Background: an optimization exercise with open tools, aiming at small area, a short achievable clock period and few clock cycles per item. Do not read the settings as production practice.
Function was checked by simulation only, so behaviour that the tests miss may differ from the original.

## flow/design.v (module list and top-level ports; edited modules follow where they fit)
// module des_ip: 6 lines
// module des_fp: 6 lines
// module des_pc1: 6 lines
// module des_subkey1: 6 lines
// module des_subkey2: 6 lines
// module des_subkey3: 6 lines
// module des_subkey4: 6 lines
// module des_subkey5: 6 lines
// module des_subkey6: 6 lines
// module des_subkey7: 6 lines
// module des_subkey8: 6 lines
// module des_subkey9: 6 lines
// module des_subkey10: 6 lines
// module des_subkey11: 6 lines
// module des_subkey12: 6 lines
// module des_subkey13: 6 lines
// module des_subkey14: 6 lines
// module des_subkey15: 6 lines
// module des_subkey16: 6 lines
// module des_sbk1: 79 lines
// module des_sbk2: 79 lines
// module des_sbk3: 79 lines
// module des_sbk4: 79 lines
// module des_sbk5: 79 lines
// module des_sbk6: 79 lines
// module des_sbk7: 79 lines
// module des_sbk8: 79 lines
// module des_round: 15 lines
// module des_rounds_1_4: 22 lines
// module des_rounds_5_8: 22 lines
// module des_rounds_9_12: 22 lines
// module des_rounds_13_16: 22 lines
// module des_enc: 51 lines
module des_enc (
    input         clk,
    input         rst,
    input         in_valid,
    output        in_ready,
    input  [63:0] in_block,
    input  [63:0] in_key,
    output        out_valid,
    output [63:0] out_block
);
  // ...
==> flow/flow/run.sh <==
#!/bin/bash
# Own flow: the standard layout (standard.sh), with the S-box modules replaced by
# pre-mapped gate-level netlists during synthesis (see swap.tcl).
set -euo pipefail
W=$(pwd)
export SYNTH_CANONICALIZE_TCL=$W/flow/swap.tcl
BUFFER_PORTS_ARGS="-buffer_cell sky130_fd_sc_hd__buf_1" bash standard.sh SETUP_SLACK_MARGIN=38.75 finish > $W/standard.log 2>&1 || { tail -50 $W/standard.log; exit 1; }
for f in $W/orfs/logs/*/*/*/*.log; do cp "$f" $W/ 2>/dev/null || true; done
tail -5 $W/standard.log
==> flow/flow/swap.tcl <==
# Run by ORFS's synthesis canonicalize step (SYNTH_CANONICALIZE_TCL): replace the
# behavioural S-box modules with the gate-level ones in sbk_gates.v. Registers and
# everything else go through the standard synthesis unchanged.
foreach m {des_sbk1 des_sbk2 des_sbk3 des_sbk4 des_sbk5 des_sbk6 des_sbk7 des_sbk8} {
  delete $m
}
read_verilog [file join [file dirname [info script]] sbk_gates.v]
hierarchy -check -top $::env(DESIGN_NAME)
==> flow/standard.sh <==
#!/bin/bash
# synth_recipe.tcl (not shown) runs the flow's synth.tcl, then flattens the netlist and writes it again
# the make line also repeats each setting of config.mk as NAME=value (left out here)
make -C /OpenROAD-flow-scripts/flow DESIGN_CONFIG=/design/flow/config.mk WORK_HOME=/design/flow/orfs CLKGATE_MAP_FILE= SYNTH_SCRIPT=/design/flow/synth_recipe.tcl "${@:-finish}"
==> flow/config.mk <==
export PLATFORM = sky130hd
export DESIGN_NAME = des_enc
export DESIGN_NICKNAME = des_enc
export VERILOG_FILES = /design/flow/design.v
export SDC_FILE = /design/flow/constraint.sdc
export NUM_CORES = 8
export LEC_CHECK = 0
export CAP_MARGIN = 20
export CORE_MARGIN = 2
export CORE_UTILIZATION = 40
export CTS_CLUSTER_DIAMETER = 100
export CTS_CLUSTER_SIZE = 30
export SLEW_MARGIN = 20
==> flow/constraint.sdc <==
create_clock -name core_clock -period 50.0 [get_ports {clk}]
set_input_delay 10.0000 -clock core_clock [delete_from_list [all_inputs] [get_ports {clk}]]
set_output_delay 10.0000 -clock core_clock [all_outputs]
set_load 0.01 [all_outputs]
Not shown: flow/flow/sbk_gates.v
==> flow_summary_export.csv, run 1 <==
group,metric,value,unit
outcome,status,"finished clean",
synthesis,yosys_warnings,5,
cells_and_area,final_nets,9008,
cells_and_area,antenna_cells,1,
sta,slew-limit-headroom,0.1968,
cells_and_area,seq_cell_count,549,
routing,vias_per_cell,5.970,
synthesis,synth_top_family_by_area,"compound AO/OA/AOI/OAI gates",
clock_network,cts_buffers,42,
synthesis,synth_top_area_cell,"dfxtp_1",
worst_hold_path,min_path_type,"reg -> reg",
cells_and_area,final_cell_mix,"nand2_1, nor2_1, xor2_1",
floorplan,die_h,384.6,um
setup_path,cp-endpoint,"out_block[41]",
cells_and_area,layout.cells.non_filler,10810,
setup_path,crit_chain,"buf_1",
floorplan,initial_core_util,0.4033,
global_route,grt_pass1_wl,352100,um
setup_path,critical_path_class,"reg -> out",
place,placed_cells,10740,
sta,setup_tns,0,ns
global_route,met3_usage,0.03453,
floorplan,die-area,147900,um2
clock_network,cts_sinks,549,
cells_and_area,fillers,14560,
setup_path,worst_path_dominant_cell_family,"flip-flops",
floorplan,io_pins,197,
cells_and_area,multi_input_comb_area,46610,um2
place,dpl.hpwl,199900,um
flow_run,maxCapViolCount,0,
synthesis,synth_most_common_cell,"nand2_1",
cells_and_area,clkCellAreaFrac,0.02783,
floorplan,core,143700,um2
place,preCtsSetupSlack,38.39,ns
synthesis,synth_compound_area_frac,0.2743,
Testbench counts, summed over its fixed seeds: cycles 2,088, items 2,048.
==> run 2: changes to the inputs <==
==> flow/flow/sbk_gates.v (replaced) <==
module des_sbk1 (r, k, l, o);
input [5:0] r;
input [5:0] k;
input [3:0] l;
output [3:0] o;
wire [5:0] x;
wire [3:0] y;
wire c0, c1, c2, c4, c5, c6, c7, c10, c11, c12, c16, c18, c19, c21, c23, c30, c31, c36, c37, c38, c39, c40, c42, c43, c44, c46, c47, c50, c51, c52, c58, c59, c65, c67, c68, c69, c73, c74, c76, c78, c79, c81, c82, c85, c86, c88, c89, c91, c92, c93;
sky130_fd_sc_hd__xor2_1 i0 (.A(r[0]), .B(k[0]), .X(x[0]));
sky130_fd_sc_hd__xnor2_1 i1 (.A(r[1]), .B(k[1]), .Y(x[1]));
sky130_fd_sc_hd__xnor2_1 i2 (.A(r[2]), .B(k[2]), .Y(x[2]));
sky130_fd_sc_hd__xor2_1 i3 (.A(r[3]), .B(k[3]), .X(x[3]));
sky130_fd_sc_hd__xor2_1 i4 (.A(r[4]), .B(k[4]), .X(x[4]));
sky130_fd_sc_hd__xnor2_1 i5 (.A(r[5]), .B(k[5]), .Y(x[5]));
sky130_fd_sc_hd__nand2_1 g0 (.A(x[5]), .B(x[2]), .Y(c0));
sky130_fd_sc_hd__a21oi_1 g1 (.A1(x[2]), .A2(x[5]), .B1(x[0]), .Y(c1));
sky130_fd_sc_hd__nand2_1 g2 (.A(x[1]), .B(x[4]), .Y(c2));
sky130_fd_sc_hd__nor2_1 g4 (.A(x[1]), .B(x[4]), .Y(c4));
sky130_fd_sc_hd__xnor2_1 g5 (.A(x[0]), .B(x[2]), .Y(c5));
sky130_fd_sc_hd__nor2_1 g6 (.A(x[5]), .B(c5), .Y(c6));
sky130_fd_sc_hd__o21ai_0 g7 (.A1(x[2]), .A2(x[5]), .B1(c0), .Y(c7));
sky130_fd_sc_hd__nand2_1 g10 (.A(x[3]), .B(x[0]), .Y(c10));
sky130_fd_sc_hd__nor2_1 g11 (.A(c6), .B(c10), .Y(c11));
sky130_fd_sc_hd__nor2_1 g12 (.A(x[3]), .B(x[0]), .Y(c12));
sky130_fd_sc_hd__xor2_1 g16 (.A(x[3]), .B(c7), .X(c16));
sky130_fd_sc_hd__nor2_1 g18 (.A(c11), .B(c16), .Y(c18));
sky130_fd_sc_hd__o21a_1 g19 (.A1(c6), .A2(c7), .B1(c18), .X(c19));
sky130_fd_sc_hd__nor2b_1 g21 (.A(x[3]), .B_N(x[5]), .Y(c21));
sky130_fd_sc_hd__a32o_1 g23 (.A1(c0), .A2(x[0]), .A3(x[3]), .B1(c5), .B2(c21), .X(c23));
sky130_fd_sc_hd__nor2_1 g30 (.A(x[1]), .B(c4), .Y(c30));
sky130_fd_sc_hd__nor2_1 g31 (.A(c23), .B(c19), .Y(c31));
sky130_fd_sc_hd__nand2b_1 g36 (.A_N(x[5]), .B(x[3]), .Y(c36));
sky130_fd_sc_hd__nand2b_1 g37 (.A_N(c21), .B(c36), .Y(c37));
sky130_fd_sc_hd__and2_0 g38 (.A(c37), .B(x[0]), .X(c38));
sky130_fd_sc_hd__or2_0 g39 (.A(c23), .B(c6), .X(c39));
sky130_fd_sc_hd__nor2_1 g40 (.A(c39), .B(c37), .Y(c40));
sky130_fd_sc_hd__a21oi_1 g42 (.A1(c38), .A2(c18), .B1(c40), .Y(c42));
sky130_fd_sc_hd__a21oi_1 g43 (.A1(c16), .A2(x[2]), .B1(c39), .Y(c43));
sky130_fd_sc_hd__nor2_1 g44 (.A(x[4]), .B(c4), .Y(c44));
sky130_fd_sc_hd__nor2_1 g46 (.A(c12), .B(c11), .Y(c46));
sky130_fd_sc_hd__o22a_1 g47 (.A1(c46), .A2(c21), .B1(x[2]), .B2(c38), .X(c47));
sky130_fd_sc_hd__o21ai_0 g50 (.A1(x[5]), .A2(c47), .B1(c0), .Y(c50));
sky130_fd_sc_hd__a222oi_1 g51 (.A1(c31), .A2(c4), .B1(c30), .B2(c42), .C1(c44), .C2(c50), .Y(c51));
sky130_fd_sc_hd__inv_1 g52 (.A(c2), .Y(c52));
sky130_fd_sc_hd__a21o_1 g58 (.A1(c1), .A2(x[5]), .B1(c38), .X(c58));
sky130_fd_sc_hd__nand2_1 g59 (.A(c58), .B(c52), .Y(c59));
sky130_fd_sc_hd__o22ai_1 g65 (.A1(x[3]), .A2(c39), .B1(c47), .B2(c7), .Y(c65));
sky130_fd_sc_hd__o21ai_0 g67 (.A1(c16), .A2(x[0]), .B1(c10), .Y(c67));
sky130_fd_sc_hd__nand2_1 g68 (.A(c51), .B(c59), .Y(c68));
sky130_fd_sc_hd__a222oi_1 g69 (.A1(c4), .A2(c65), .B1(c30), .B2(c67), .C1(c44), .C2(c39), .Y(c69));
sky130_fd_sc_hd__nand2_1 g73 (.A(c52), .B(c43), .Y(c73));
sky130_fd_sc_hd__nand2_1 g74 (.A(c69), .B(c73), .Y(c74));
sky130_fd_sc_hd__a22o_1 g76 (.A1(c7), .A2(x[0]), .B1(c36), .B2(c1), .X(c76));
sky130_fd_sc_hd__o21ai_0 g78 (.A1(c76), .A2(c7), .B1(c46), .Y(c78));
sky130_fd_sc_hd__a222oi_1 g79 (.A1(c4), .A2(c47), .B1(c76), .B2(c30), .C1(c44), .C2(c78), .Y(c79));
sky130_fd_sc_hd__nand2_1 g81 (.A(c52), .B(c18), .Y(c81));
sky130_fd_sc_hd__nand2_1 g82 (.A(c81), .B(c79), .Y(c82));
sky130_fd_sc_hd__a21oi_1 g85 (.A1(c78), .A2(x[5]), .B1(c6), .Y(c85));
sky130_fd_sc_hd__o21ai_0 g86 (.A1(c7), .A2(x[3]), .B1(c5), .Y(c86));
sky130_fd_sc_hd__nor2_1 g88 (.A(c38), .B(c19), .Y(c88));
sky130_fd_sc_hd__a222oi_1 g89 (.A1(c4), .A2(c85), .B1(c30), .B2(c86), .C1(c44), .C2(c88), .Y(c89));
sky130_fd_sc_hd__o22ai_1 g91 (.A1(c46), .A2(c86), .B1(c88), .B2(x[3]), .Y(c91));
sky130_fd_sc_hd__nand2_1 g92 (.A(c52), .B(c91), .Y(c92));
sky130_fd_sc_hd__nand2_1 g93 (.A(c92), .B(c89), .Y(c93));
assign y[0] = c68;
assign y[1] = c74;
assign y[2] = c82;
assign y[3] = c93;
sky130_fd_sc_hd__xnor2_1 o0 (.A(l[0]), .B(y[0]), .Y(o[0]));
sky130_fd_sc_hd__xnor2_1 o1 (.A(l[1]), .B(y[1]), .Y(o[1]));
sky130_fd_sc_hd__xor2_1 o2 (.A(l[2]), .B(y[2]), .X(o[2]));
sky130_fd_sc_hd__xor2_1 o3 (.A(l[3]), .B(y[3]), .X(o[3]));
endmodule

module des_sbk2 (r, k, l, o);
input [5:0] r;
input [5:0] k;
input [3:0] l;
output [3:0] o;
wire [5:0] x;
wire [3:0] y;
wire c1, c3, c4, c5, c6, c7, c8, c9, c10, c11, c15, c16, c18, c19, c21, c23, c24, c25, c30, c36, c37, c38, c39, c41, c42, c43, c44, c45, c47, c50, c53, c54, c56, c58, c59, c61, c66, c67, c69, c70, c71, c76, c79, c80, c82, c85, c86, c87, c88, c89;
sky130_fd_sc_hd__xnor2_1 i0 (.A(r[0]), .B(k[0]), .Y(x[0]));
sky130_fd_sc_hd__xnor2_1 i1 (.A(r[1]), .B(k[1]), .Y(x[1]));
sky130_fd_sc_hd__xnor2_1 i2 (.A(r[2]), .B(k[2]), .Y(x[2]));
sky130_fd_sc_hd__xnor2_1 i3 (.A(r[3]), .B(k[3]), .Y(x[3]));
sky130_fd_sc_hd__xor2_1 i4 (.A(r[4]), .B(k[4]), .X(x[4]));
sky130_fd_sc_hd__xor2_1 i5 (.A(r[5]), .B(k[5]), .X(x[5]));
sky130_fd_sc_hd__nand2_1 g1 (.A(x[2]), .B(x[1]), .Y(c1));
sky130_fd_sc_hd__xnor2_1 g3 (.A(x[5]), .B(c1), .Y(c3));
sky130_fd_sc_hd__inv_1 g4 (.A(x[4]), .Y(c4));
sky130_fd_sc_hd__or2_0 g5 (.A(x[5]), .B(x[3]), .X(c5));
sky130_fd_sc_hd__nand2_1 g6 (.A(x[5]), .B(x[3]), .Y(c6));
sky130_fd_sc_hd__nand2_1 g7 (.A(c5), .B(c6), .Y(c7));
sky130_fd_sc_hd__nand2_1 g8 (.A(x[2]), .B(x[5]), .Y(c8));
sky130_fd_sc_hd__xnor2_1 g9 (.A(x[1]), .B(x[0]), .Y(c9));
sky130_fd_sc_hd__nand2_1 g10 (.A(c9), .B(c7), .Y(c10));
sky130_fd_sc_hd__nand2_1 g11 (.A(x[0]), .B(c10), .Y(c11));
sky130_fd_sc_hd__nand2_1 g15 (.A(x[5]), .B(x[0]), .Y(c15));
sky130_fd_sc_hd__nor2_1 g16 (.A(x[3]), .B(x[0]), .Y(c16));
sky130_fd_sc_hd__nor2_1 g18 (.A(x[1]), .B(c16), .Y(c18));
sky130_fd_sc_hd__o22ai_1 g19 (.A1(c11), .A2(x[5]), .B1(x[0]), .B2(c18), .Y(c19));
sky130_fd_sc_hd__nand3_1 g21 (.A(c10), .B(x[2]), .C(c15), .Y(c21));
sky130_fd_sc_hd__o21ai_0 g23 (.A1(x[2]), .A2(c19), .B1(c21), .Y(c23));
sky130_fd_sc_hd__or2_0 g24 (.A(x[0]), .B(c16), .X(c24));
sky130_fd_sc_hd__nor2b_1 g25 (.A(x[2]), .B_N(x[1]), .Y(c25));
sky130_fd_sc_hd__a31oi_1 g30 (.A1(x[1]), .A2(x[2]), .A3(c6), .B1(c18), .Y(c30));
sky130_fd_sc_hd__a31oi_1 g36 (.A1(c6), .A2(x[0]), .A3(c5), .B1(c30), .Y(c36));
sky130_fd_sc_hd__a31oi_1 g37 (.A1(c25), .A2(c24), .A3(c5), .B1(c36), .Y(c37));
sky130_fd_sc_hd__a22oi_1 g38 (.A1(c23), .A2(c4), .B1(x[4]), .B2(c37), .Y(c38));
sky130_fd_sc_hd__nor2_1 g39 (.A(c6), .B(c25), .Y(c39));
sky130_fd_sc_hd__nand2_1 g41 (.A(x[0]), .B(c6), .Y(c41));
sky130_fd_sc_hd__and2_0 g42 (.A(x[2]), .B(c1), .X(c42));
sky130_fd_sc_hd__nor2_1 g43 (.A(c25), .B(c42), .Y(c43));
sky130_fd_sc_hd__a21o_1 g44 (.A1(c24), .A2(c41), .B1(c43), .X(c44));
sky130_fd_sc_hd__nor2_1 g45 (.A(c7), .B(c44), .Y(c45));
sky130_fd_sc_hd__nor3_1 g47 (.A(c9), .B(x[3]), .C(x[2]), .Y(c47));
sky130_fd_sc_hd__a211o_1 g50 (.A1(c39), .A2(c11), .B1(c47), .C1(c45), .X(c50));
sky130_fd_sc_hd__xor2_1 g53 (.A(c42), .B(c5), .X(c53));
sky130_fd_sc_hd__a21oi_1 g54 (.A1(x[5]), .A2(x[2]), .B1(c9), .Y(c54));
sky130_fd_sc_hd__nand2_1 g56 (.A(c54), .B(c5), .Y(c56));
sky130_fd_sc_hd__o211ai_1 g58 (.A1(c21), .A2(c53), .B1(c10), .C1(c56), .Y(c58));
sky130_fd_sc_hd__a21oi_1 g59 (.A1(c58), .A2(c8), .B1(c24), .Y(c59));
sky130_fd_sc_hd__o21ai_0 g61 (.A1(c45), .A2(c47), .B1(c24), .Y(c61));
sky130_fd_sc_hd__o21ai_0 g66 (.A1(x[5]), .A2(c16), .B1(c54), .Y(c66));
sky130_fd_sc_hd__nand2_1 g67 (.A(c66), .B(x[4]), .Y(c67));
sky130_fd_sc_hd__nor2_1 g69 (.A(c59), .B(c67), .Y(c69));
sky130_fd_sc_hd__a22oi_1 g70 (.A1(c50), .A2(c4), .B1(c69), .B2(c61), .Y(c70));
sky130_fd_sc_hd__o21ai_0 g71 (.A1(c25), .A2(x[2]), .B1(c24), .Y(c71));
sky130_fd_sc_hd__xnor2_1 g76 (.A(c3), .B(c71), .Y(c76));
sky130_fd_sc_hd__o31ai_1 g79 (.A1(x[0]), .A2(x[5]), .A3(c43), .B1(c58), .Y(c79));
sky130_fd_sc_hd__a22oi_1 g80 (.A1(c76), .A2(c4), .B1(x[4]), .B2(c79), .Y(c80));
sky130_fd_sc_hd__nor2_1 g82 (.A(c41), .B(c47), .Y(c82));
sky130_fd_sc_hd__o22ai_1 g85 (.A1(c6), .A2(c9), .B1(c53), .B2(x[0]), .Y(c85));
sky130_fd_sc_hd__a21oi_1 g86 (.A1(c53), .A2(c82), .B1(c85), .Y(c86));
sky130_fd_sc_hd__nand4_1 g87 (.A(c41), .B(c43), .C(c24), .D(c58), .Y(c87));
sky130_fd_sc_hd__o211ai_1 g88 (.A1(c21), .A2(x[3]), .B1(c87), .C1(c44), .Y(c88));
sky130_fd_sc_hd__a22oi_1 g89 (.A1(c4), .A2(c86), .B1(c88), .B2(x[4]), .Y(c89));
assign y[0] = c38;
assign y[1] = c70;
assign y[2] = c80;
assign y[3] = c89;
sky130_fd_sc_hd__xnor2_1 o0 (.A(l[0]), .B(y[0]), .Y(o[0]));
sky130_fd_sc_hd__xor2_1 o1 (.A(l[1]), .B(y[1]), .X(o[1]));
sky130_fd_sc_hd__xor2_1 o2 (.A(l[2]), .B(y[2]), .X(o[2]));
sky130_fd_sc_hd__xor2_1 o3 (.A(l[3]), .B(y[3]), .X(o[3]));
endmodule

module des_sbk3 (r, k, l, o);
input [5:0] r;
input [5:0] k;
input [3:0] l;
output [3:0] o;
wire [5:0] x;
wire [3:0] y;
wire c4, c5, c6, c7, c8, c9, c10, c11, c13, c16, c18, c19, c20, c21, c23, c25, c30, c37, c38, c39, c40, c42, c44, c45, c46, c47, c50, c51, c58, c59, c64, c65, c67, c69, c71, c74, c75, c76, c77, c78, c80, c81, c82, c85, c87, c88, c89, c90, c91, c92;
sky130_fd_sc_hd__xor2_1 i0 (.A(r[0]), .B(k[0]), .X(x[0]));
sky130_fd_sc_hd__xor2_1 i1 (.A(r[1]), .B(k[1]), .X(x[1]));
sky130_fd_sc_hd__xor2_1 i2 (.A(r[2]), .B(k[2]), .X(x[2]));
sky130_fd_sc_hd__xor2_1 i3 (.A(r[3]), .B(k[3]), .X(x[3]));
sky130_fd_sc_hd__xnor2_1 i4 (.A(r[4]), .B(k[4]), .Y(x[4]));
sky130_fd_sc_hd__xnor2_1 i5 (.A(r[5]), .B(k[5]), .Y(x[5]));
sky130_fd_sc_hd__nor2_1 g4 (.A(x[1]), .B(x[5]), .Y(c4));
sky130_fd_sc_hd__nand2_1 g5 (.A(x[0]), .B(x[3]), .Y(c5));
sky130_fd_sc_hd__nand3_1 g6 (.A(x[4]), .B(c5), .C(x[2]), .Y(c6));
sky130_fd_sc_hd__or3_1 g7 (.A(x[4]), .B(x[3]), .C(x[0]), .X(c7));
sky130_fd_sc_hd__inv_1 g8 (.A(x[4]), .Y(c8));
sky130_fd_sc_hd__a21o_1 g9 (.A1(x[2]), .A2(x[4]), .B1(c5), .X(c9));
sky130_fd_sc_hd__nand3_1 g10 (.A(c7), .B(c9), .C(c6), .Y(c10));
sky130_fd_sc_hd__nand2_1 g11 (.A(x[3]), .B(x[3]), .Y(c11));
sky130_fd_sc_hd__inv_1 g13 (.A(x[5]), .Y(c13));
sky130_fd_sc_hd__a21oi_1 g16 (.A1(x[4]), .A2(x[0]), .B1(c11), .Y(c16));
sky130_fd_sc_hd__xnor2_1 g18 (.A(x[2]), .B(x[0]), .Y(c18));
sky130_fd_sc_hd__xor2_1 g19 (.A(c18), .B(c16), .X(c19));
sky130_fd_sc_hd__o22ai_1 g20 (.A1(c8), .A2(c11), .B1(x[4]), .B2(x[3]), .Y(c20));
sky130_fd_sc_hd__nor2_1 g21 (.A(x[2]), .B(c20), .Y(c21));
sky130_fd_sc_hd__a21oi_1 g23 (.A1(c19), .A2(c10), .B1(c21), .Y(c23));
sky130_fd_sc_hd__nor2_1 g25 (.A(x[1]), .B(c13), .Y(c25));
sky130_fd_sc_hd__xnor2_1 g30 (.A(x[4]), .B(c18), .Y(c30));
sky130_fd_sc_hd__nor2_1 g37 (.A(x[5]), .B(c4), .Y(c37));
sky130_fd_sc_hd__nand2_1 g38 (.A(x[4]), .B(c30), .Y(c38));
sky130_fd_sc_hd__xnor2_1 g39 (.A(x[0]), .B(c20), .Y(c39));
sky130_fd_sc_hd__nand2_1 g40 (.A(c23), .B(c39), .Y(c40));
sky130_fd_sc_hd__o22ai_1 g42 (.A1(x[4]), .A2(c19), .B1(c18), .B2(c8), .Y(c42));
sky130_fd_sc_hd__o21ai_0 g44 (.A1(c40), .A2(c25), .B1(c42), .Y(c44));
sky130_fd_sc_hd__o21ai_0 g45 (.A1(c23), .A2(c38), .B1(c44), .Y(c45));
sky130_fd_sc_hd__a222oi_1 g46 (.A1(c23), .A2(c4), .B1(c25), .B2(c30), .C1(c45), .C2(c37), .Y(c46));
sky130_fd_sc_hd__nor2_1 g47 (.A(c25), .B(c13), .Y(c47));
sky130_fd_sc_hd__nand2_1 g50 (.A(c39), .B(c47), .Y(c50));
sky130_fd_sc_hd__nand2_1 g51 (.A(c46), .B(c50), .Y(c51));
sky130_fd_sc_hd__a22oi_1 g58 (.A1(c38), .A2(c19), .B1(c6), .B2(c10), .Y(c58));
sky130_fd_sc_hd__nor2b_1 g59 (.A(x[3]), .B_N(x[2]), .Y(c59));
sky130_fd_sc_hd__a21oi_1 g64 (.A1(x[0]), .A2(c21), .B1(c59), .Y(c64));
sky130_fd_sc_hd__nand2_1 g65 (.A(c7), .B(c64), .Y(c65));
sky130_fd_sc_hd__a222oi_1 g67 (.A1(c4), .A2(c58), .B1(c25), .B2(c65), .C1(c37), .C2(c10), .Y(c67));
sky130_fd_sc_hd__nor2_1 g69 (.A(c38), .B(x[3]), .Y(c69));
sky130_fd_sc_hd__a21oi_1 g71 (.A1(c38), .A2(c64), .B1(c69), .Y(c71));
sky130_fd_sc_hd__nand2b_1 g74 (.A_N(c71), .B(c47), .Y(c74));
sky130_fd_sc_hd__nand2_1 g75 (.A(c67), .B(c74), .Y(c75));
sky130_fd_sc_hd__a21oi_1 g76 (.A1(c38), .A2(c39), .B1(c69), .Y(c76));
sky130_fd_sc_hd__o22ai_1 g77 (.A1(c76), .A2(c20), .B1(x[2]), .B2(c71), .Y(c77));
sky130_fd_sc_hd__and2_0 g78 (.A(x[2]), .B(c42), .X(c78));
sky130_fd_sc_hd__o21ai_0 g80 (.A1(c78), .A2(c30), .B1(c6), .Y(c80));
sky130_fd_sc_hd__a222oi_1 g81 (.A1(c4), .A2(c76), .B1(c25), .B2(c77), .C1(c37), .C2(c80), .Y(c81));
sky130_fd_sc_hd__o21ai_0 g82 (.A1(c80), .A2(c59), .B1(c38), .Y(c82));
sky130_fd_sc_hd__nand2_1 g85 (.A(c47), .B(c82), .Y(c85));
sky130_fd_sc_hd__nand2_1 g87 (.A(c85), .B(c81), .Y(c87));
sky130_fd_sc_hd__nor2_1 g88 (.A(c21), .B(c78), .Y(c88));
sky130_fd_sc_hd__a222oi_1 g89 (.A1(c4), .A2(c42), .B1(c88), .B2(c25), .C1(c37), .C2(c19), .Y(c89));
sky130_fd_sc_hd__o21ai_0 g90 (.A1(c8), .A2(x[2]), .B1(c44), .Y(c90));
sky130_fd_sc_hd__nand2_1 g91 (.A(c47), .B(c90), .Y(c91));
sky130_fd_sc_hd__nand2_1 g92 (.A(c89), .B(c91), .Y(c92));
assign y[0] = c51;
assign y[1] = c75;
assign y[2] = c87;
assign y[3] = c92;
sky130_fd_sc_hd__xnor2_1 o0 (.A(l[0]), .B(y[0]), .Y(o[0]));
sky130_fd_sc_hd__xnor2_1 o1 (.A(l[1]), .B(y[1]), .Y(o[1]));
sky130_fd_sc_hd__xnor2_1 o2 (.A(l[2]), .B(y[2]), .Y(o[2]));
sky130_fd_sc_hd__xnor2_1 o3 (.A(l[3]), .B(y[3]), .Y(o[3]));
endmodule

module des_sbk4 (r, k, l, o);
input [5:0] r;
input [5:0] k;
input [3:0] l;
output [3:0] o;
wire [5:0] x;
wire [3:0] y;
wire c2, c4, c5, c7, c10, c11, c16, c18, c19, c20, c21, c22, c23, c28, c30, c32, c36, c38, c39, c42, c45, c47, c50, c56, c61, c63, c66, c67, c68, c69, c71, c74, c75, c77, c78;
sky130_fd_sc_hd__xor2_1 i0 (.A(r[0]), .B(k[0]), .X(x[0]));
sky130_fd_sc_hd__xor2_1 i1 (.A(r[1]), .B(k[1]), .X(x[1]));
sky130_fd_sc_hd__xor2_1 i2 (.A(r[2]), .B(k[2]), .X(x[2]));
sky130_fd_sc_hd__xor2_1 i3 (.A(r[3]), .B(k[3]), .X(x[3]));
sky130_fd_sc_hd__xnor2_1 i4 (.A(r[4]), .B(k[4]), .Y(x[4]));
sky130_fd_sc_hd__xor2_1 i5 (.A(r[5]), .B(k[5]), .X(x[5]));
sky130_fd_sc_hd__nand2_1 g2 (.A(x[0]), .B(x[0]), .Y(c2));
sky130_fd_sc_hd__xor2_1 g4 (.A(x[2]), .B(x[5]), .X(c4));
sky130_fd_sc_hd__xor2_1 g5 (.A(x[4]), .B(x[5]), .X(c5));
sky130_fd_sc_hd__nand2_1 g7 (.A(c5), .B(x[3]), .Y(c7));
sky130_fd_sc_hd__nor2_1 g10 (.A(x[2]), .B(x[4]), .Y(c10));
sky130_fd_sc_hd__inv_1 g11 (.A(x[5]), .Y(c11));
sky130_fd_sc_hd__o21ai_0 g16 (.A1(c11), .A2(x[3]), .B1(x[1]), .Y(c16));
sky130_fd_sc_hd__a21oi_1 g18 (.A1(x[3]), .A2(c11), .B1(x[1]), .Y(c18));
sky130_fd_sc_hd__a21boi_0 g19 (.A1(c18), .A2(c11), .B1_N(c7), .Y(c19));
sky130_fd_sc_hd__xnor2_1 g20 (.A(c7), .B(c4), .Y(c20));
sky130_fd_sc_hd__nor2_1 g21 (.A(c16), .B(c10), .Y(c21));
sky130_fd_sc_hd__a22oi_1 g22 (.A1(c16), .A2(c10), .B1(c21), .B2(c19), .Y(c22));
sky130_fd_sc_hd__o21ai_0 g23 (.A1(c20), .A2(x[1]), .B1(c22), .Y(c23));
sky130_fd_sc_hd__nand2_1 g28 (.A(c23), .B(c23), .Y(c28));
sky130_fd_sc_hd__nor2_1 g30 (.A(x[3]), .B(c5), .Y(c30));
sky130_fd_sc_hd__nor2_1 g32 (.A(c4), .B(c30), .Y(c32));
sky130_fd_sc_hd__a21o_1 g36 (.A1(c30), .A2(c20), .B1(c32), .X(c36));
sky130_fd_sc_hd__o21ai_0 g38 (.A1(c16), .A2(x[4]), .B1(c22), .Y(c38));
sky130_fd_sc_hd__o211ai_1 g39 (.A1(c16), .A2(c32), .B1(c38), .C1(x[1]), .Y(c39));
sky130_fd_sc_hd__o21ai_0 g42 (.A1(c23), .A2(x[2]), .B1(c30), .Y(c42));
sky130_fd_sc_hd__o211ai_1 g45 (.A1(c4), .A2(c5), .B1(c16), .C1(x[3]), .Y(c45));
sky130_fd_sc_hd__nand3_1 g47 (.A(c39), .B(c45), .C(c42), .Y(c47));
sky130_fd_sc_hd__a22oi_1 g50 (.A1(c2), .A2(c28), .B1(x[0]), .B2(c47), .Y(c50));
sky130_fd_sc_hd__a22oi_1 g56 (.A1(c47), .A2(c2), .B1(c23), .B2(x[0]), .Y(c56));
sky130_fd_sc_hd__o21ai_0 g61 (.A1(c4), .A2(x[4]), .B1(c18), .Y(c61));
sky130_fd_sc_hd__nor2_1 g63 (.A(c30), .B(x[1]), .Y(c63));
sky130_fd_sc_hd__or3_1 g66 (.A(x[4]), .B(c10), .C(c18), .X(c66));
sky130_fd_sc_hd__o21ai_0 g67 (.A1(c61), .A2(c30), .B1(c66), .Y(c67));
sky130_fd_sc_hd__a21oi_1 g68 (.A1(x[1]), .A2(c36), .B1(c67), .Y(c68));
sky130_fd_sc_hd__a21oi_1 g69 (.A1(c66), .A2(x[2]), .B1(c19), .Y(c69));
sky130_fd_sc_hd__nor3_1 g71 (.A(x[3]), .B(c32), .C(c18), .Y(c71));
sky130_fd_sc_hd__a311oi_1 g74 (.A1(x[2]), .A2(c19), .A3(c63), .B1(c69), .C1(c71), .Y(c74));
sky130_fd_sc_hd__a22oi_1 g75 (.A1(c2), .A2(c68), .B1(x[0]), .B2(c74), .Y(c75));
sky130_fd_sc_hd__inv_1 g77 (.A(c74), .Y(c77));
sky130_fd_sc_hd__a22oi_1 g78 (.A1(c77), .A2(c2), .B1(c68), .B2(x[0]), .Y(c78));
assign y[0] = c50;
assign y[1] = c56;
assign y[2] = c75;
assign y[3] = c78;
sky130_fd_sc_hd__xor2_1 o0 (.A(l[0]), .B(y[0]), .X(o[0]));
sky130_fd_sc_hd__xor2_1 o1 (.A(l[1]), .B(y[1]), .X(o[1]));
sky130_fd_sc_hd__xor2_1 o2 (.A(l[2]), .B(y[2]), .X(o[2]));
sky130_fd_sc_hd__xor2_1 o3 (.A(l[3]), .B(y[3]), .X(o[3]));
endmodule

module des_sbk5 (r, k, l, o);
input [5:0] r;
input [5:0] k;
input [3:0] l;
output [3:0] o;
wire [5:0] x;
wire [3:0] y;
wire c4, c5, c6, c7, c9, c10, c11, c16, c18, c19, c20, c21, c23, c24, c25, c30, c31, c33, c36, c37, c38, c39, c42, c43, c44, c45, c46, c47, c50, c51, c52, c53, c58, c59, c61, c64, c65, c66, c67, c68, c70, c71, c74, c76, c80, c81, c82, c84, c85, c87, c88, c89, c91, c92, c95, c96, c98, c99, c100;
sky130_fd_sc_hd__xor2_1 i0 (.A(r[0]), .B(k[0]), .X(x[0]));
sky130_fd_sc_hd__xnor2_1 i1 (.A(r[1]), .B(k[1]), .Y(x[1]));
sky130_fd_sc_hd__xor2_1 i2 (.A(r[2]), .B(k[2]), .X(x[2]));
sky130_fd_sc_hd__xor2_1 i3 (.A(r[3]), .B(k[3]), .X(x[3]));
sky130_fd_sc_hd__xnor2_1 i4 (.A(r[4]), .B(k[4]), .Y(x[4]));
sky130_fd_sc_hd__xnor2_1 i5 (.A(r[5]), .B(k[5]), .Y(x[5]));
sky130_fd_sc_hd__nor2_1 g4 (.A(x[2]), .B(x[4]), .Y(c4));
sky130_fd_sc_hd__nor2_1 g5 (.A(x[5]), .B(x[1]), .Y(c5));
sky130_fd_sc_hd__nand2_1 g6 (.A(x[1]), .B(x[5]), .Y(c6));
sky130_fd_sc_hd__nand2b_1 g7 (.A_N(c5), .B(c6), .Y(c7));
sky130_fd_sc_hd__or3_1 g9 (.A(x[0]), .B(c7), .C(x[3]), .X(c9));
sky130_fd_sc_hd__nand2b_1 g10 (.A_N(x[0]), .B(x[5]), .Y(c10));
sky130_fd_sc_hd__a21oi_1 g11 (.A1(c7), .A2(c10), .B1(x[3]), .Y(c11));
sky130_fd_sc_hd__nor2_1 g16 (.A(c10), .B(x[1]), .Y(c16));
sky130_fd_sc_hd__nand2_1 g18 (.A(x[0]), .B(x[3]), .Y(c18));
sky130_fd_sc_hd__nand2_1 g19 (.A(x[5]), .B(c18), .Y(c19));
sky130_fd_sc_hd__nand2b_1 g20 (.A_N(x[1]), .B(x[3]), .Y(c20));
sky130_fd_sc_hd__a22oi_1 g21 (.A1(c16), .A2(x[3]), .B1(c20), .B2(c19), .Y(c21));
sky130_fd_sc_hd__nand2b_1 g23 (.A_N(c21), .B(c6), .Y(c23));
sky130_fd_sc_hd__nand2b_1 g24 (.A_N(c11), .B(c23), .Y(c24));
sky130_fd_sc_hd__nand2_1 g25 (.A(c9), .B(c24), .Y(c25));
sky130_fd_sc_hd__nor2_1 g30 (.A(c5), .B(c25), .Y(c30));
sky130_fd_sc_hd__nor2_1 g31 (.A(x[5]), .B(c18), .Y(c31));
sky130_fd_sc_hd__nor2_1 g33 (.A(c30), .B(c31), .Y(c33));
sky130_fd_sc_hd__nor2_1 g36 (.A(c4), .B(x[2]), .Y(c36));
sky130_fd_sc_hd__inv_1 g37 (.A(c7), .Y(c37));
sky130_fd_sc_hd__nand2_1 g38 (.A(c37), .B(x[0]), .Y(c38));
sky130_fd_sc_hd__o21ai_0 g39 (.A1(x[0]), .A2(c24), .B1(c38), .Y(c39));
sky130_fd_sc_hd__nor2_1 g42 (.A(c4), .B(x[4]), .Y(c42));
sky130_fd_sc_hd__nor2_1 g43 (.A(x[3]), .B(c6), .Y(c43));
sky130_fd_sc_hd__nor2_1 g44 (.A(c31), .B(c43), .Y(c44));
sky130_fd_sc_hd__o21ai_0 g45 (.A1(x[1]), .A2(c39), .B1(c44), .Y(c45));
sky130_fd_sc_hd__a222oi_1 g46 (.A1(c4), .A2(c33), .B1(c36), .B2(c39), .C1(c42), .C2(c45), .Y(c46));
sky130_fd_sc_hd__nor2b_1 g47 (.A(c42), .B_N(x[2]), .Y(c47));
sky130_fd_sc_hd__o21a_1 g50 (.A1(x[3]), .A2(x[0]), .B1(c18), .X(c50));
sky130_fd_sc_hd__nor2_1 g51 (.A(x[1]), .B(c50), .Y(c51));
sky130_fd_sc_hd__a21oi_1 g52 (.A1(c20), .A2(c38), .B1(c51), .Y(c52));
sky130_fd_sc_hd__nor2_1 g53 (.A(c43), .B(c52), .Y(c53));
sky130_fd_sc_hd__nand2_1 g58 (.A(c47), .B(c53), .Y(c58));
sky130_fd_sc_hd__nand2_1 g59 (.A(c46), .B(c58), .Y(c59));
sky130_fd_sc_hd__a21oi_1 g61 (.A1(x[5]), .A2(c18), .B1(c51), .Y(c61));
sky130_fd_sc_hd__nand2_1 g64 (.A(c37), .B(c50), .Y(c64));
sky130_fd_sc_hd__o21ai_0 g65 (.A1(c16), .A2(c61), .B1(c64), .Y(c65));
sky130_fd_sc_hd__a222oi_1 g66 (.A1(c4), .A2(c61), .B1(c36), .B2(c65), .C1(c42), .C2(c21), .Y(c66));
sky130_fd_sc_hd__nand2_1 g67 (.A(x[1]), .B(c50), .Y(c67));
sky130_fd_sc_hd__a21oi_1 g68 (.A1(c67), .A2(c25), .B1(c11), .Y(c68));
sky130_fd_sc_hd__nand2_1 g70 (.A(c47), .B(c68), .Y(c70));
sky130_fd_sc_hd__nand2_1 g71 (.A(c66), .B(c70), .Y(c71));
sky130_fd_sc_hd__nand2_1 g74 (.A(x[0]), .B(c5), .Y(c74));
sky130_fd_sc_hd__nand3_1 g76 (.A(c74), .B(c9), .C(c67), .Y(c76));
sky130_fd_sc_hd__o21ai_0 g80 (.A1(c6), .A2(c50), .B1(c64), .Y(c80));
sky130_fd_sc_hd__nand2b_1 g81 (.A_N(c80), .B(c74), .Y(c81));
sky130_fd_sc_hd__clkinv_1 g82 (.A(c81), .Y(c82));
sky130_fd_sc_hd__a222oi_1 g84 (.A1(c4), .A2(c76), .B1(c36), .B2(c25), .C1(c42), .C2(c82), .Y(c84));
sky130_fd_sc_hd__nand2_1 g85 (.A(c81), .B(c47), .Y(c85));
sky130_fd_sc_hd__nand2_1 g87 (.A(c84), .B(c85), .Y(c87));
sky130_fd_sc_hd__a221o_1 g88 (.A1(c21), .A2(c31), .B1(c10), .B2(c50), .C1(c16), .X(c88));
sky130_fd_sc_hd__nor2_1 g89 (.A(c24), .B(c82), .Y(c89));
sky130_fd_sc_hd__a21oi_1 g91 (.A1(c74), .A2(c88), .B1(c89), .Y(c91));
sky130_fd_sc_hd__a32oi_1 g92 (.A1(x[1]), .A2(c9), .A3(c24), .B1(c19), .B2(c65), .Y(c92));
sky130_fd_sc_hd__a222oi_1 g95 (.A1(c4), .A2(c91), .B1(c36), .B2(c88), .C1(c42), .C2(c92), .Y(c95));
sky130_fd_sc_hd__o21ai_0 g96 (.A1(x[3]), .A2(c51), .B1(c7), .Y(c96));
sky130_fd_sc_hd__o21ai_0 g98 (.A1(c64), .A2(c71), .B1(c96), .Y(c98));
sky130_fd_sc_hd__nand2_1 g99 (.A(c47), .B(c98), .Y(c99));
sky130_fd_sc_hd__nand2_1 g100 (.A(c95), .B(c99), .Y(c100));
assign y[0] = c59;
assign y[1] = c71;
assign y[2] = c87;
assign y[3] = c100;
sky130_fd_sc_hd__xor2_1 o0 (.A(l[0]), .B(y[0]), .X(o[0]));
sky130_fd_sc_hd__xor2_1 o1 (.A(l[1]), .B(y[1]), .X(o[1]));
sky130_fd_sc_hd__xor2_1 o2 (.A(l[2]), .B(y[2]), .X(o[2]));
sky130_fd_sc_hd__xor2_1 o3 (.A(l[3]), .B(y[3]), .X(o[3]));
endmodule

module des_sbk6 (r, k, l, o);
input [5:0] r;
input [5:0] k;
input [3:0] l;
output [3:0] o;
wire [5:0] x;
wire [3:0] y;
wire c0, c3, c4, c5, c6, c7, c9, c10, c11, c12, c16, c18, c19, c20, c24, c25, c26, c30, c31, c34, c37, c38, c39, c42, c43, c44, c45, c46, c47, c50, c52, c56, c58, c59, c60, c61, c64, c66, c68, c69, c73, c74, c75, c76, c80, c84, c86, c90, c91, c93, c94;
sky130_fd_sc_hd__xnor2_1 i0 (.A(r[0]), .B(k[0]), .Y(x[0]));
sky130_fd_sc_hd__xor2_1 i1 (.A(r[1]), .B(k[1]), .X(x[1]));
sky130_fd_sc_hd__xnor2_1 i2 (.A(r[2]), .B(k[2]), .Y(x[2]));
sky130_fd_sc_hd__xor2_1 i3 (.A(r[3]), .B(k[3]), .X(x[3]));
sky130_fd_sc_hd__xor2_1 i4 (.A(r[4]), .B(k[4]), .X(x[4]));
sky130_fd_sc_hd__xnor2_1 i5 (.A(r[5]), .B(k[5]), .Y(x[5]));
sky130_fd_sc_hd__nand3_1 g0 (.A(x[2]), .B(x[0]), .C(x[5]), .Y(c0));
sky130_fd_sc_hd__nand2_1 g3 (.A(x[0]), .B(x[1]), .Y(c3));
sky130_fd_sc_hd__nor2_1 g4 (.A(x[3]), .B(x[4]), .Y(c4));
sky130_fd_sc_hd__nor2_1 g5 (.A(x[2]), .B(x[0]), .Y(c5));
sky130_fd_sc_hd__nand2_1 g6 (.A(x[2]), .B(x[5]), .Y(c6));
sky130_fd_sc_hd__nor2_1 g7 (.A(c6), .B(x[1]), .Y(c7));
sky130_fd_sc_hd__nor2_1 g9 (.A(x[5]), .B(x[2]), .Y(c9));
sky130_fd_sc_hd__nand2b_1 g10 (.A_N(c9), .B(c6), .Y(c10));
sky130_fd_sc_hd__o21ai_0 g11 (.A1(x[0]), .A2(x[1]), .B1(c3), .Y(c11));
sky130_fd_sc_hd__nor2b_1 g12 (.A(c3), .B_N(c10), .Y(c12));
sky130_fd_sc_hd__nor2b_1 g16 (.A(c5), .B_N(x[5]), .Y(c16));
sky130_fd_sc_hd__nand2_1 g18 (.A(c11), .B(x[5]), .Y(c18));
sky130_fd_sc_hd__o21a_1 g19 (.A1(c11), .A2(c16), .B1(c18), .X(c19));
sky130_fd_sc_hd__nor2b_1 g20 (.A(c10), .B_N(c19), .Y(c20));
sky130_fd_sc_hd__nor2_1 g24 (.A(c4), .B(x[3]), .Y(c24));
sky130_fd_sc_hd__xor2_1 g25 (.A(c11), .B(c10), .X(c25));
sky130_fd_sc_hd__nor3_1 g26 (.A(c7), .B(c5), .C(c20), .Y(c26));
sky130_fd_sc_hd__nor2_1 g30 (.A(c9), .B(c25), .Y(c30));
sky130_fd_sc_hd__xnor2_1 g31 (.A(x[0]), .B(c30), .Y(c31));
sky130_fd_sc_hd__nor2_1 g34 (.A(c5), .B(c20), .Y(c34));
sky130_fd_sc_hd__nor2_1 g37 (.A(c4), .B(x[4]), .Y(c37));
sky130_fd_sc_hd__nor2_1 g38 (.A(c10), .B(x[0]), .Y(c38));
sky130_fd_sc_hd__a21oi_1 g39 (.A1(c26), .A2(c9), .B1(c25), .Y(c39));
sky130_fd_sc_hd__nor2_1 g42 (.A(c38), .B(c12), .Y(c42));
sky130_fd_sc_hd__o21ai_0 g43 (.A1(c30), .A2(c25), .B1(c42), .Y(c43));
sky130_fd_sc_hd__a21oi_1 g44 (.A1(c18), .A2(c43), .B1(c7), .Y(c44));
sky130_fd_sc_hd__o21ai_0 g45 (.A1(c42), .A2(c30), .B1(c44), .Y(c45));
sky130_fd_sc_hd__a222oi_1 g46 (.A1(c26), .A2(c4), .B1(c31), .B2(c24), .C1(c37), .C2(c45), .Y(c46));
sky130_fd_sc_hd__and2_0 g47 (.A(x[4]), .B(x[3]), .X(c47));
sky130_fd_sc_hd__nand2_1 g50 (.A(c44), .B(c47), .Y(c50));
sky130_fd_sc_hd__nand2_1 g52 (.A(c9), .B(x[1]), .Y(c52));
sky130_fd_sc_hd__nand2_1 g56 (.A(c0), .B(c52), .Y(c56));
sky130_fd_sc_hd__nor3_1 g58 (.A(c16), .B(x[1]), .C(c10), .Y(c58));
sky130_fd_sc_hd__nor2_1 g59 (.A(c56), .B(c58), .Y(c59));
sky130_fd_sc_hd__nand2_1 g60 (.A(c50), .B(c46), .Y(c60));
sky130_fd_sc_hd__nand2_1 g61 (.A(c0), .B(c30), .Y(c61));
sky130_fd_sc_hd__o21ai_0 g64 (.A1(c59), .A2(x[5]), .B1(c61), .Y(c64));
sky130_fd_sc_hd__a21oi_1 g66 (.A1(c52), .A2(c25), .B1(c38), .Y(c66));
sky130_fd_sc_hd__a222oi_1 g68 (.A1(c59), .A2(c4), .B1(c64), .B2(c24), .C1(c37), .C2(c66), .Y(c68));
sky130_fd_sc_hd__nor2_1 g69 (.A(c56), .B(c20), .Y(c69));
sky130_fd_sc_hd__o21a_1 g73 (.A1(c34), .A2(c38), .B1(c47), .X(c73));
sky130_fd_sc_hd__nand2_1 g74 (.A(c61), .B(c73), .Y(c74));
sky130_fd_sc_hd__nand2_1 g75 (.A(c74), .B(c68), .Y(c75));
sky130_fd_sc_hd__nand2_1 g76 (.A(c59), .B(c3), .Y(c76));
sky130_fd_sc_hd__a222oi_1 g80 (.A1(c4), .A2(c39), .B1(c19), .B2(c24), .C1(c37), .C2(c76), .Y(c80));
sky130_fd_sc_hd__nand2_1 g84 (.A(c69), .B(c47), .Y(c84));
sky130_fd_sc_hd__nand2_1 g86 (.A(c84), .B(c80), .Y(c86));
sky130_fd_sc_hd__o22ai_1 g90 (.A1(c25), .A2(c5), .B1(c61), .B2(c47), .Y(c90));
sky130_fd_sc_hd__a222oi_1 g91 (.A1(c4), .A2(c43), .B1(c42), .B2(c24), .C1(c90), .C2(x[3]), .Y(c91));
sky130_fd_sc_hd__nand2_1 g93 (.A(c47), .B(c58), .Y(c93));
sky130_fd_sc_hd__nand2_1 g94 (.A(c93), .B(c91), .Y(c94));
assign y[0] = c60;
assign y[1] = c75;
assign y[2] = c86;
assign y[3] = c94;
sky130_fd_sc_hd__xor2_1 o0 (.A(l[0]), .B(y[0]), .X(o[0]));
sky130_fd_sc_hd__xor2_1 o1 (.A(l[1]), .B(y[1]), .X(o[1]));
sky130_fd_sc_hd__xnor2_1 o2 (.A(l[2]), .B(y[2]), .Y(o[2]));
sky130_fd_sc_hd__xnor2_1 o3 (.A(l[3]), .B(y[3]), .Y(o[3]));
endmodule

module des_sbk7 (r, k, l, o);
input [5:0] r;
input [5:0] k;
input [3:0] l;
output [3:0] o;
wire [5:0] x;
wire [3:0] y;
wire c4, c5, c6, c7, c9, c10, c11, c16, c18, c19, c20, c21, c23, c24, c25, c30, c33, c36, c37, c38, c41, c43, c44, c45, c46, c47, c50, c51, c52, c53, c56, c58, c59, c61, c64, c65, c66, c68, c73, c74, c75, c78, c79, c80, c81, c83, c84, c86, c90, c91, c92, c93, c94;
sky130_fd_sc_hd__xor2_1 i0 (.A(r[0]), .B(k[0]), .X(x[0]));
sky130_fd_sc_hd__xor2_1 i1 (.A(r[1]), .B(k[1]), .X(x[1]));
sky130_fd_sc_hd__xor2_1 i2 (.A(r[2]), .B(k[2]), .X(x[2]));
sky130_fd_sc_hd__xor2_1 i3 (.A(r[3]), .B(k[3]), .X(x[3]));
sky130_fd_sc_hd__xor2_1 i4 (.A(r[4]), .B(k[4]), .X(x[4]));
sky130_fd_sc_hd__xor2_1 i5 (.A(r[5]), .B(k[5]), .X(x[5]));
sky130_fd_sc_hd__nor2_1 g4 (.A(x[4]), .B(x[2]), .Y(c4));
sky130_fd_sc_hd__nor2_1 g5 (.A(x[1]), .B(x[0]), .Y(c5));
sky130_fd_sc_hd__nand2_1 g6 (.A(x[1]), .B(x[0]), .Y(c6));
sky130_fd_sc_hd__nand2b_1 g7 (.A_N(c5), .B(c6), .Y(c7));
sky130_fd_sc_hd__or2_0 g9 (.A(x[5]), .B(x[3]), .X(c9));
sky130_fd_sc_hd__inv_1 g10 (.A(c7), .Y(c10));
sky130_fd_sc_hd__nand2_1 g11 (.A(x[3]), .B(x[5]), .Y(c11));
sky130_fd_sc_hd__nand2_1 g16 (.A(c9), .B(c11), .Y(c16));
sky130_fd_sc_hd__nor2_1 g18 (.A(c16), .B(c10), .Y(c18));
sky130_fd_sc_hd__o21ai_0 g19 (.A1(x[0]), .A2(x[5]), .B1(c11), .Y(c19));
sky130_fd_sc_hd__nand3_1 g20 (.A(c19), .B(c10), .C(c16), .Y(c20));
sky130_fd_sc_hd__nor2b_1 g21 (.A(c18), .B_N(c20), .Y(c21));
sky130_fd_sc_hd__o21a_1 g23 (.A1(c7), .A2(c9), .B1(c21), .X(c23));
sky130_fd_sc_hd__inv_1 g24 (.A(x[1]), .Y(c24));
sky130_fd_sc_hd__nor2_1 g25 (.A(x[2]), .B(c4), .Y(c25));
sky130_fd_sc_hd__nor2_1 g30 (.A(x[3]), .B(c16), .Y(c30));
sky130_fd_sc_hd__nand2_1 g33 (.A(x[0]), .B(c30), .Y(c33));
sky130_fd_sc_hd__nand2_1 g36 (.A(x[1]), .B(c6), .Y(c36));
sky130_fd_sc_hd__nand3_1 g37 (.A(x[5]), .B(c33), .C(c36), .Y(c37));
sky130_fd_sc_hd__o21ai_0 g38 (.A1(c7), .A2(x[5]), .B1(c37), .Y(c38));
sky130_fd_sc_hd__nor2_1 g41 (.A(x[4]), .B(c4), .Y(c41));
sky130_fd_sc_hd__nand2_1 g43 (.A(c5), .B(x[3]), .Y(c43));
sky130_fd_sc_hd__o21ai_0 g44 (.A1(c11), .A2(c36), .B1(c43), .Y(c44));
sky130_fd_sc_hd__a21oi_1 g45 (.A1(c30), .A2(x[0]), .B1(c44), .Y(c45));
sky130_fd_sc_hd__a21oi_1 g46 (.A1(c24), .A2(c45), .B1(c18), .Y(c46));
sky130_fd_sc_hd__o21ai_0 g47 (.A1(c38), .A2(c46), .B1(c20), .Y(c47));
sky130_fd_sc_hd__a222oi_1 g50 (.A1(c4), .A2(c23), .B1(c25), .B2(c38), .C1(c41), .C2(c47), .Y(c50));
sky130_fd_sc_hd__nor2b_1 g51 (.A(c41), .B_N(x[2]), .Y(c51));
sky130_fd_sc_hd__o211ai_1 g52 (.A1(x[5]), .A2(x[0]), .B1(c33), .C1(x[1]), .Y(c52));
sky130_fd_sc_hd__o21ai_0 g53 (.A1(x[1]), .A2(c16), .B1(c52), .Y(c53));
sky130_fd_sc_hd__nand2_1 g56 (.A(c51), .B(c53), .Y(c56));
sky130_fd_sc_hd__nand2_1 g58 (.A(c50), .B(c56), .Y(c58));
sky130_fd_sc_hd__nand3_1 g59 (.A(c36), .B(c33), .C(c23), .Y(c59));
sky130_fd_sc_hd__o21ai_0 g61 (.A1(c20), .A2(x[5]), .B1(c45), .Y(c61));
sky130_fd_sc_hd__nand2_1 g64 (.A(c37), .B(c61), .Y(c64));
sky130_fd_sc_hd__a21oi_1 g65 (.A1(c18), .A2(c64), .B1(c16), .Y(c65));
sky130_fd_sc_hd__a222oi_1 g66 (.A1(c4), .A2(c64), .B1(c25), .B2(c61), .C1(c41), .C2(c65), .Y(c66));
sky130_fd_sc_hd__nand2_1 g68 (.A(c51), .B(c21), .Y(c68));
sky130_fd_sc_hd__xnor2_1 g73 (.A(c7), .B(c19), .Y(c73));
sky130_fd_sc_hd__nand2_1 g74 (.A(c30), .B(x[1]), .Y(c74));
sky130_fd_sc_hd__o21ai_0 g75 (.A1(c23), .A2(c30), .B1(c74), .Y(c75));
sky130_fd_sc_hd__a222oi_1 g78 (.A1(c4), .A2(c73), .B1(c25), .B2(c75), .C1(c41), .C2(c46), .Y(c78));
sky130_fd_sc_hd__a21o_1 g79 (.A1(x[5]), .A2(c16), .B1(c23), .X(c79));
sky130_fd_sc_hd__nand2_1 g80 (.A(c79), .B(c6), .Y(c80));
sky130_fd_sc_hd__nand2_1 g81 (.A(c66), .B(c68), .Y(c81));
sky130_fd_sc_hd__nand2_1 g83 (.A(c80), .B(c51), .Y(c83));
sky130_fd_sc_hd__nand2_1 g84 (.A(c78), .B(c83), .Y(c84));
sky130_fd_sc_hd__o21ai_0 g86 (.A1(c5), .A2(c79), .B1(c43), .Y(c86));
sky130_fd_sc_hd__nand2_1 g90 (.A(c59), .B(c74), .Y(c90));
sky130_fd_sc_hd__a21oi_1 g91 (.A1(c36), .A2(c90), .B1(c44), .Y(c91));
sky130_fd_sc_hd__a222oi_1 g92 (.A1(c4), .A2(c86), .B1(c25), .B2(c91), .C1(c41), .C2(c59), .Y(c92));
sky130_fd_sc_hd__nand2_1 g93 (.A(c51), .B(c90), .Y(c93));
sky130_fd_sc_hd__nand2_1 g94 (.A(c92), .B(c93), .Y(c94));
assign y[0] = c58;
assign y[1] = c81;
assign y[2] = c84;
assign y[3] = c94;
sky130_fd_sc_hd__xnor2_1 o0 (.A(l[0]), .B(y[0]), .Y(o[0]));
sky130_fd_sc_hd__xnor2_1 o1 (.A(l[1]), .B(y[1]), .Y(o[1]));
sky130_fd_sc_hd__xor2_1 o2 (.A(l[2]), .B(y[2]), .X(o[2]));
sky130_fd_sc_hd__xor2_1 o3 (.A(l[3]), .B(y[3]), .X(o[3]));
endmodule

module des_sbk8 (r, k, l, o);
input [5:0] r;
input [5:0] k;
input [3:0] l;
output [3:0] o;
wire [5:0] x;
wire [3:0] y;
wire c0, c2, c4, c5, c6, c7, c9, c10, c11, c16, c17, c19, c20, c23, c24, c29, c30, c36, c38, c39, c41, c42, c44, c45, c46, c47, c50, c51, c53, c58, c59, c62, c64, c65, c67, c68, c69, c71, c73, c75, c76, c78, c81, c85, c86, c88, c90, c92, c93;
sky130_fd_sc_hd__xor2_1 i0 (.A(r[0]), .B(k[0]), .X(x[0]));
sky130_fd_sc_hd__xnor2_1 i1 (.A(r[1]), .B(k[1]), .Y(x[1]));
sky130_fd_sc_hd__xor2_1 i2 (.A(r[2]), .B(k[2]), .X(x[2]));
sky130_fd_sc_hd__xor2_1 i3 (.A(r[3]), .B(k[3]), .X(x[3]));
sky130_fd_sc_hd__xor2_1 i4 (.A(r[4]), .B(k[4]), .X(x[4]));
sky130_fd_sc_hd__xor2_1 i5 (.A(r[5]), .B(k[5]), .X(x[5]));
sky130_fd_sc_hd__nor2_1 g0 (.A(x[3]), .B(x[1]), .Y(c0));
sky130_fd_sc_hd__nand2_1 g2 (.A(x[1]), .B(x[3]), .Y(c2));
sky130_fd_sc_hd__nor2_1 g4 (.A(x[0]), .B(x[5]), .Y(c4));
sky130_fd_sc_hd__nor2b_1 g5 (.A(x[2]), .B_N(x[4]), .Y(c5));
sky130_fd_sc_hd__nand2b_1 g6 (.A_N(x[4]), .B(x[2]), .Y(c6));
sky130_fd_sc_hd__nor2b_1 g7 (.A(c5), .B_N(c6), .Y(c7));
sky130_fd_sc_hd__nor2_1 g9 (.A(c7), .B(x[1]), .Y(c9));
sky130_fd_sc_hd__xnor2_1 g10 (.A(c7), .B(c2), .Y(c10));
sky130_fd_sc_hd__nand2_1 g11 (.A(x[1]), .B(c10), .Y(c11));
sky130_fd_sc_hd__and2_0 g16 (.A(x[3]), .B(c5), .X(c16));
sky130_fd_sc_hd__nor2_1 g17 (.A(x[1]), .B(c16), .Y(c17));
sky130_fd_sc_hd__o21ai_0 g19 (.A1(x[3]), .A2(c5), .B1(c17), .Y(c19));
sky130_fd_sc_hd__nand2_1 g20 (.A(c11), .B(c19), .Y(c20));
sky130_fd_sc_hd__nor2_1 g23 (.A(x[0]), .B(c4), .Y(c23));
sky130_fd_sc_hd__nand2b_1 g24 (.A_N(x[3]), .B(x[4]), .Y(c24));
sky130_fd_sc_hd__nand2_1 g29 (.A(c0), .B(c10), .Y(c29));
sky130_fd_sc_hd__a21oi_1 g30 (.A1(c24), .A2(c6), .B1(c0), .Y(c30));
sky130_fd_sc_hd__nor2b_1 g36 (.A(c30), .B_N(c19), .Y(c36));
sky130_fd_sc_hd__nor2_1 g38 (.A(c4), .B(x[5]), .Y(c38));
sky130_fd_sc_hd__nand2b_1 g39 (.A_N(x[4]), .B(x[3]), .Y(c39));
sky130_fd_sc_hd__o21ai_0 g41 (.A1(x[2]), .A2(c39), .B1(c24), .Y(c41));
sky130_fd_sc_hd__xnor2_1 g42 (.A(c41), .B(x[1]), .Y(c42));
sky130_fd_sc_hd__a21oi_1 g44 (.A1(c29), .A2(c42), .B1(c16), .Y(c44));
sky130_fd_sc_hd__a222oi_1 g45 (.A1(c4), .A2(c20), .B1(c36), .B2(c23), .C1(c44), .C2(c38), .Y(c45));
sky130_fd_sc_hd__nor2b_1 g46 (.A(c38), .B_N(x[0]), .Y(c46));
sky130_fd_sc_hd__nor2_1 g47 (.A(c42), .B(c16), .Y(c47));
sky130_fd_sc_hd__a21oi_1 g50 (.A1(x[3]), .A2(c41), .B1(c47), .Y(c50));
sky130_fd_sc_hd__nand2_1 g51 (.A(c46), .B(c50), .Y(c51));
sky130_fd_sc_hd__nand2_1 g53 (.A(c51), .B(c45), .Y(c53));
sky130_fd_sc_hd__a31oi_1 g58 (.A1(c24), .A2(x[1]), .A3(c39), .B1(c9), .Y(c58));
sky130_fd_sc_hd__nor2_1 g59 (.A(x[1]), .B(x[2]), .Y(c59));
sky130_fd_sc_hd__nand2_1 g62 (.A(c46), .B(c10), .Y(c62));
sky130_fd_sc_hd__a21oi_1 g64 (.A1(c39), .A2(c59), .B1(c30), .Y(c64));
sky130_fd_sc_hd__o21ai_0 g65 (.A1(c64), .A2(x[1]), .B1(c11), .Y(c65));
sky130_fd_sc_hd__nor2_1 g67 (.A(x[2]), .B(c24), .Y(c67));
sky130_fd_sc_hd__clkinv_1 g68 (.A(c64), .Y(c68));
sky130_fd_sc_hd__nor2_1 g69 (.A(c59), .B(c58), .Y(c69));
sky130_fd_sc_hd__nor2_1 g71 (.A(c67), .B(c69), .Y(c71));
sky130_fd_sc_hd__a222oi_1 g73 (.A1(c4), .A2(c58), .B1(c65), .B2(c23), .C1(c71), .C2(c38), .Y(c73));
sky130_fd_sc_hd__a22oi_1 g75 (.A1(c19), .A2(c71), .B1(c17), .B2(c65), .Y(c75));
sky130_fd_sc_hd__nand2_1 g76 (.A(c46), .B(c75), .Y(c76));
sky130_fd_sc_hd__nand2_1 g78 (.A(c76), .B(c73), .Y(c78));
sky130_fd_sc_hd__a222oi_1 g81 (.A1(c68), .A2(c4), .B1(c42), .B2(c23), .C1(c38), .C2(c64), .Y(c81));
sky130_fd_sc_hd__nand2_1 g85 (.A(c81), .B(c62), .Y(c85));
sky130_fd_sc_hd__nor2_1 g86 (.A(c67), .B(c47), .Y(c86));
sky130_fd_sc_hd__o22ai_1 g88 (.A1(c20), .A2(c7), .B1(c58), .B2(c16), .Y(c88));
sky130_fd_sc_hd__a222oi_1 g90 (.A1(c86), .A2(c4), .B1(c23), .B2(c88), .C1(c38), .C2(c20), .Y(c90));
sky130_fd_sc_hd__nand2_1 g92 (.A(c46), .B(c36), .Y(c92));
sky130_fd_sc_hd__nand2_1 g93 (.A(c92), .B(c90), .Y(c93));
assign y[0] = c53;
assign y[1] = c78;
assign y[2] = c85;
assign y[3] = c93;
sky130_fd_sc_hd__xor2_1 o0 (.A(l[0]), .B(y[0]), .X(o[0]));
sky130_fd_sc_hd__xor2_1 o1 (.A(l[1]), .B(y[1]), .X(o[1]));
sky130_fd_sc_hd__xnor2_1 o2 (.A(l[2]), .B(y[2]), .Y(o[2]));
sky130_fd_sc_hd__xnor2_1 o3 (.A(l[3]), .B(y[3]), .Y(o[3]));
endmodule

==> flow_summary_export.csv, run 2 <==
group,metric,value,unit
outcome,status,"finished clean",
synthesis,yosys_warnings,5,
clock_network,cts_sinks,549,
routing,num_vias,63180,
setup_path,slowest_delay,0.35,ns
cells_and_area,final_common_cell,"nand2_1",
sta,finalSetupViolCount,0,
floorplan,fp-row-count,137,
synthesis,synth_compound_area_frac,0.2748,
setup_path,reg2reg_depth,40,
clock_network,cts_buffers,38,
floorplan,io_pins,197,
routing,vias_per_cell,6.091,
cells_and_area,multi_input_comb_area,46150,um2
clock_network,root_buffer,"clkbuf_16",
setup_path,start_kind,"flip-flop",
setup_path,critical_path_class,"reg -> out",
setup_path,reg2reg_from,"cd1_q[34]",
routing,drt-initial-drc-count,8469,
synthesis,synth_most_common_cell,"nand2_1",
synthesis,synth_xor_area_frac,0.2448,
setup_path,r2r_end,"lr2_q[21]",
synthesis,synth_area_per_cell,6.851,um2
sta,slew-limit-headroom,0.2310,
synthesis,synthMuxAreaShare,0,
clock_network,path_clk_slew,0.11,ns
routing,wire_per_inst,23.59,um
routing,drc,0,
global_route,grt_pass1_wl,353500,um
floorplan,initial_core_util,0.4025,
synthesis,synthTopCellsByCount,"nand2_1, nor2_1, xor2_1",
worst_hold_path,min_path_cells,0,
synthesis,yosysSeqAreaShare,0.1959,
setup_path,crit_chain,"buf_1",
setup_path,cp_max_fo,1,
floorplan,die_width,378.5,um
cells_and_area,seqCellArea,11010,um2
synthesis,synth_ff_type,"dfxtp_1",
setup_path,crit_required,40.00,ns
sta,min_period_over_period,0.2230,
sta,hold_viol,0,
synthesis,synth_cells,8188,
routing,drt-total-wl,244700,um
floorplan,die_h,378.5,um
global_route,grt_max_degree,31,
cells_and_area,final_nets,8595,
global_route,grt_antenna_before_repair,3,
sta,worst_pin_slew,1.150,ns
synthesis,synth_top_family_by_area,"compound AO/OA/AOI/OAI gates",
setup_path,arrival,1.15,ns
cells_and_area,final_cell_mix,"nand2_1, nor2_1, xor2_1",
synthesis,synth_cell_types,35,
sta,period_minus_slack,11.15,ns
cells_and_area,area_growth,11.82,%
setup_path,worstSetupEndpointType,"output pin",
clock_network,clk_path_buf_depth,3,
global_route,track_usage,0.3271,
synthesis,yosys-top-cells-area,"dfxtp_1, xor2_1, xnor2_1",
clock_network,post_cts_buffers,0,
synthesis,synthAdderAreaFrac,0,
place,dpl.hpwl,201800,um
sta,setup_tns,0,ns
worst_hold_path,hp-start,"cd1_q[4]",
global_route,grt_pass1_vias,57750,
clock_network,cts_tree,"built",
floorplan,core,139400,um2
setup_path,r2r_slack,39.24,ns
synthesis,synth_edf_count,0,
setup_path,worst_path_dominant_cell_family,"flip-flops",
synthesis,syn-num-nets,8319,
floorplan,die-area,143300,um2
clock_network,worstSkewPairLatency,0.69,ns
global_route,grt_overflow,0,
worst_hold_path,whs_endpoint,"cd2_q[4]",
synthesis,yosysTopAreaCellShare,0.1959,
cells_and_area,post-route-util,0.4501,
sta,maxSlewViolCount,0,
clock_network,h-tree-depth,2,
synthesis,synth-simple-area-share,0.2725,
worst_hold_path,min_path_type,"reg -> reg",
clock_network,cts_hold_buf,0,
sta,max_freq,89.68,MHz
synthesis,syn_area,56100,um2
flow_run,maxCapViolCount,0,
synthesis,ys_ff_latch,549,
routing,drtPass1Iterations,15,
setup_path,cp_num_buf_inv,1,
sta,skew,0.05506,ns
synthesis,synth_top_area_cell,"dfxtp_1",
routing,drtAntennaViolNets,0,
cells_and_area,fillers,14290,
cells_and_area,layout-drive-gt1-share,0.04109,
place,numPortBuffers,187,
==> run 2: cell types whose count changed in the layout (fill, tap and decap cells not counted), moves of 96 or more <==
cell      before  now
clkinv_1     528   32
inv_1          0  144
xnor2_1      711  568
a21oi_1      608  496
nand2b_1     112  224
nor2b_1      117  213
==> run 2: area by class of cell <==
type                    count  share of cell area
clock inverters            25            0.006762
flip-flops and latches    549              0.1755
repair buffers            237             0.01717
inverters                 176             0.01053
diodes                      3           0.0001197
clock buffers              44             0.01670
multi-input cells        7462              0.7358
well taps                1876             0.03742
==> run 2: routing by layer <==
layer	track usage	share of wire	up-vias
met3	0.03638	0.067	817
li1	-	-	29750
met1	0.3443	0.35	29170
met2	0.5470	0.46	3441
met5	0	0	-
met4	0.3540	0.13	0
==> run 2: stage by stage <==
stage	instance area, um2	setup WS [ns]	instances	hold WS, ns
after floorplan	56100	39.67	8188	0.3730
after global placement	59510	38.35	10300	0.4206
after detailed placement	59510	38.43	10300	0.4155
after CTS	61120	38.76	10370	0.4315
after global routing	62720	38.74	10370	0.4406
final	62730	38.85	10370	0.4297
==> run 2: how the worst max path moves through the flow <==
stage                   start             to  slack, ns  cells after the start
global placement     cd1_q[0]       lr2_q[1]      38.35                     40
detailed placement   cd1_q[0]       lr2_q[1]      38.43                     39
global route        cd0_q[50]      lr1_q[21]      38.74                     40
floorplan            out_q[0]   out_block[0]      39.67                      0
finish              out_q[19]  out_block[19]      38.85                      1
CTS                 lr3_q[28]      out_q[46]      38.76                     42
==> run 2: cell families after synthesis <==
family / after synthesis
and+or+nand+nor: 3573
other: 1
DFF: 549
xor gates and xnor gates: 1568
AOI/OAI and AO/OA: 2320
buffers and inverters: 177
==> run 2: worst reg2reg max path: cells and delay by family (launching register included) <==
kind	cells	cell delay (ns)
AND/OR/NAND/NOR	17	3.30
flip-flops	1	0.68
buffers and inverters	1	0.21
AO/OA/AOI/OAI	10	2.65
XOR/XNOR	12	3.78
==> run 2: repair_timing <==
item / CTS / global route
gates resized for setup: 19 / 231
pin swaps: 0 / 0
setup endpoints to repair: 36 / 128

[port drivers added, routing unchanged]
The results above use ideal ports. As a check the final layouts listed here were re-extracted and re-timed, cells and wires unchanged.
Step 1, drivers: a clkbuf_16 drives clk and a buf_2 each remaining input, both assumed.
Step 2 adds t to the input delays and takes it off the output delays; t is the mean of the earliest and latest rising clock arrival at the registers after step 1. Input paths then give back, and output paths get back, about the clock's delay inside the block.
Three values: ideal ports, drivers, drivers and shift; two values: the first two.
run	t (ns)	setup slack, ns	slew at the worst register clock pin (ns)	cell pins on the clock port's net
run 1	0.746	38.829 / 38.750 / 39.172	0.11 / 0.11	1
run 2	0.740	38.849 / 38.768 / 39.244	0.11 / 0.11	1
After both steps every run listed still meets setup and hold.
